What follows belongs to an exercise in optimizing a design on an open flow for small area, a short achievable clock period and few clock cycles per item; a production flow would make more cautious choices.
In this exercise RTL edits were held to simulation tests only and were not proved equivalent to the original.
No activity file was given, so power comes from the tool's default toggle rates.

Setup of the reference run:
==> flow/design.v (excerpt) <==
module mips_arith (input  logic        clk,
                   input  logic        reset,
                   input  logic        start,
                   input  logic [3:0]  op,
                   input  logic [31:0] a,
                   input  logic [31:0] b,
                   output logic        ready,
                   output logic        done,
                   output logic [31:0] result,
                   output logic [31:0] result2);
Settings: LEC_CHECK=0, CAP_MARGIN=20, CORE_MARGIN=2, CORE_UTILIZATION=60, SETUP_SLACK_MARGIN=5, SLEW_MARGIN=20; clock period 10.0 ns.
run.sh (not shown) runs the stock make flow with config.mk's settings and CLKGATE_MAP_FILE= SYNTH_SCRIPT=/design/flow/synth_recipe.tcl, a recipe that flattens the netlist after the stock synthesis.
Both conditions hold for the reference run: the flow ran to the end and the final layout passed the timing, design-rule and antenna checks.
Testbench counts of the reference run, summed over its fixed seeds: cycles 13,808, ops 8,000.
--- input diff the reference run..the trial run ---
Settings: removing SETUP_SLACK_MARGIN (formerly 5).
### Flow results
Cell-internal power was higher in the run labelled the reference run.
Detailed route, the trial run vs the reference run: via total lower for the trial run
In the flow results for the reference run and the trial run, the required arrival time at the worst endpoint is smaller on the reference run.
In the trial run, the final cell count without fillers came out 1.7% below the value in the reference run.

---

Another version of the RTL of mips_arith (not shown whole).
Size in the first run: ~220 flip-flops, roughly 38000 sq um of cells after synthesis.
==> flow/design.v (excerpt) <==
module mips_arith (input  logic        clk,
                   input  logic        reset,
                   input  logic        start,
                   input  logic [3:0]  op,
                   input  logic [31:0] a,
                   input  logic [31:0] b,
                   output logic        ready,
                   output logic        done,
                   output logic [31:0] result,
                   output logic [31:0] result2);
clock: 10.0 ns
lec_check: 0
abc_area: 1
cap_margin: 20
core_margin: 2
core_utilization: 50
setup_slack_margin: 5
slew_margin: 20
The baseline finished clean.
Testbench counts at the start, summed over its fixed seeds: cycles 11,227, ops 8,000.
Then changed:
==> flow/flow/run.sh (new file) <==
#!/bin/bash
set -euo pipefail
bash standard.sh SETUP_SLACK_MARGIN=6 finish > standard.log 2>&1
==> flow/standard.sh (new file) <==
#!/bin/bash
# synth_recipe.tcl (not shown) runs the flow's synth.tcl, then flattens the netlist and writes it again
# the make line also repeats each setting of config.mk as NAME=value (left out here)
make -C /OpenROAD-flow-scripts/flow DESIGN_CONFIG=/design/flow/config.mk WORK_HOME=/design/flow/orfs CLKGATE_MAP_FILE= SYNTH_SCRIPT=/design/flow/synth_recipe.tcl "${@:-finish}"
SETUP_SLACK_MARGIN = unset   (was 5)
removed: flow/run.sh
After rerunning: The new run went through all stages and came out clean; worst setup slack gets better by 410 ps; die area is unchanged; power climbs by 14%; sequential cell count stays the same; global-route usage rises by 3.7 points.

---

mips_arith, a different RTL version from the one above (not shown whole).
For scale: ~5400 cells after synthesis, ~260 flip-flops, roughly 37000 um2 of cells after synthesis.
Design mips_arith, start of the top module:
module mips_arith (input  logic        clk,
                   input  logic        reset,
                   input  logic        start,
                   input  logic [3:0]  op,
                   input  logic [31:0] a,
                   input  logic [31:0] b,
                   output logic        ready,
                   output logic        done,
                   output logic [31:0] result,
                   output logic [31:0] result2);
clock: 10.0 ns
lec_check: 0
abc_area: 1
cap_margin: 20
core_margin: 2
core_utilization: 40
slew_margin: 20
standard.sh (not shown) runs the stock make flow with config.mk's settings and CLKGATE_MAP_FILE= SYNTH_SCRIPT=/design/flow/synth_recipe.tcl, a recipe that flattens the netlist after the stock synthesis.
==> flow/flow/run.sh <==
#!/bin/bash
set -euo pipefail
bash standard.sh SETUP_SLACK_MARGIN=5.7 finish > standard.log 2>&1
The baseline went through all stages and came out clean.
Testbench counts at the start, summed over its fixed seeds: cycles 11,227, ops 8,000.
==> next run, changes <==
==> flow/run.sh (new file) <==
#!/bin/bash
# synth_recipe.tcl (not shown) runs the flow's synth.tcl, then flattens the netlist and writes it again
# the make line also repeats each setting of config.mk as NAME=value (left out here)
make -C /OpenROAD-flow-scripts/flow DESIGN_CONFIG=/design/flow/config.mk WORK_HOME=/design/flow/orfs CLKGATE_MAP_FILE= SYNTH_SCRIPT=/design/flow/synth_recipe.tcl finish
Settings changed: SETUP_SLACK_MARGIN set to 5.
removed: flow/flow/run.sh
removed: flow/standard.sh
Outcome: The new run passed the timing, design-rule and antenna checks. Worst setup slack got worse by 0.58 ns. Core utilization decreases by 3.0 points. Sequential power increases by about 4%.
==> next run, changes <==
==> flow/flow/run.sh (new file) <==
#!/bin/bash
set -euo pipefail
bash standard.sh SETUP_SLACK_MARGIN=5.5 finish > standard.log 2>&1
==> flow/standard.sh (new file) <==
#!/bin/bash
# synth_recipe.tcl (not shown) runs the flow's synth.tcl, then flattens the netlist and writes it again
# the make line also repeats each setting of config.mk as NAME=value (left out here)
make -C /OpenROAD-flow-scripts/flow DESIGN_CONFIG=/design/flow/config.mk WORK_HOME=/design/flow/orfs CLKGATE_MAP_FILE= SYNTH_SCRIPT=/design/flow/synth_recipe.tcl "${@:-finish}"
Settings changed: SETUP_SLACK_MARGIN 5 to unset.
removed: flow/run.sh
Wire length climbs slightly.
Fmax rises by roughly a tenth.
Cell count increases slightly.
Core utilization rises by 1.7 points.

---

Starting RTL as in the previous note.
Settings: LEC_CHECK=0, ABC_AREA=1, CAP_MARGIN=20, CORE_MARGIN=2, CORE_UTILIZATION=55, SLEW_MARGIN=20; clock period 10.0 ns.
==> flow/flow/run.sh <==
#!/bin/bash
set -euo pipefail
bash standard.sh SETUP_SLACK_MARGIN=5.5 finish > standard.log 2>&1
The starting point went through all stages and came out clean.
Testbench counts at the start, summed over its fixed seeds: cycles 11,227, ops 8,000.
Rerun with:
==> flow/flow/run.sh (replaced) <==
#!/bin/bash
set -euo pipefail
bash standard.sh SETUP_SLACK_MARGIN=5.85 finish > standard.log 2>&1
- CORE_UTILIZATION: 55 -> 40
The new run completed with no timing, DRC or antenna violations.
First-iteration DRC count goes down by a quarter to a third.
Routed wire length goes up slightly.
Sequential cell count stays the same.
Via count goes down by a few percent.
Total power goes up by a few percent.
Global-route usage goes down by 13 points.
Design area goes up by a little under a tenth.
Critical path depth is unchanged.

[static timing again, ports no longer ideal]
The flow's constraints put no driver on any port. The routed layouts listed below were extracted and timed again, unchanged, in two steps. Step 1: set_driving_cell puts a clkbuf_16 on clk and a buf_2 on each other input, an assumption about the parent block. Step 2 adds t to the input delays and takes it off the output delays; t is the mean of the earliest and latest rising clock arrival at the registers after step 1. Input paths then give back, and output paths get back, about the clock's delay inside the block. a / b / c = ideal / step 1 / step 2; a / b = the first two.
| run | t, ns | slack for setup (ns) | worst setup path after step 2 | latest minus earliest clock arrival (ns) | cell pins on the clock port's net |
|---|---|---|---|---|---|
| the reference run | 0.664 | 4.969 / 4.969 / 4.969 | register to register | 0.029 / 0.030 | 1 |
| the trial run | 0.673 | 3.035 / 3.035 / 3.035 | register to register | 0.027 / 0.027 | 1 |
| the first run of note 2 | 0.701 | 4.968 / 4.968 / 4.968 | register to register | 0.034 / 0.034 | 1 |
| the second run of note 2 | 0.700 | 5.378 / 5.378 / 5.378 | register to register | 0.025 / 0.025 | 1 |
| the first run of note 3 | 0.648 | 5.661 / 5.661 / 5.377 | input to register | 0.043 / 0.042 | 1 |
| the second run of note 3 | 0.665 | 5.081 / 5.081 / 5.021 | input to register | 0.027 / 0.027 | 1 |
| the third run of note 3 | 0.665 | 5.535 / 5.535 / 5.212 | input to register | 0.039 / 0.039 | 1 |
| the first run of note 4 | 0.657 | 5.380 / 5.380 / 5.197 | input to register | 0.046 / 0.046 | 1 |
| the second run of note 4 | 0.659 | 5.651 / 5.651 / 5.484 | input to register | 0.051 / 0.050 | 1 |
After both steps every run listed still meets setup and hold. For the third run of note 3, which loses most, drivers alone change the setup slack by 0.000 ns; drivers and shift together by -0.323 ns.
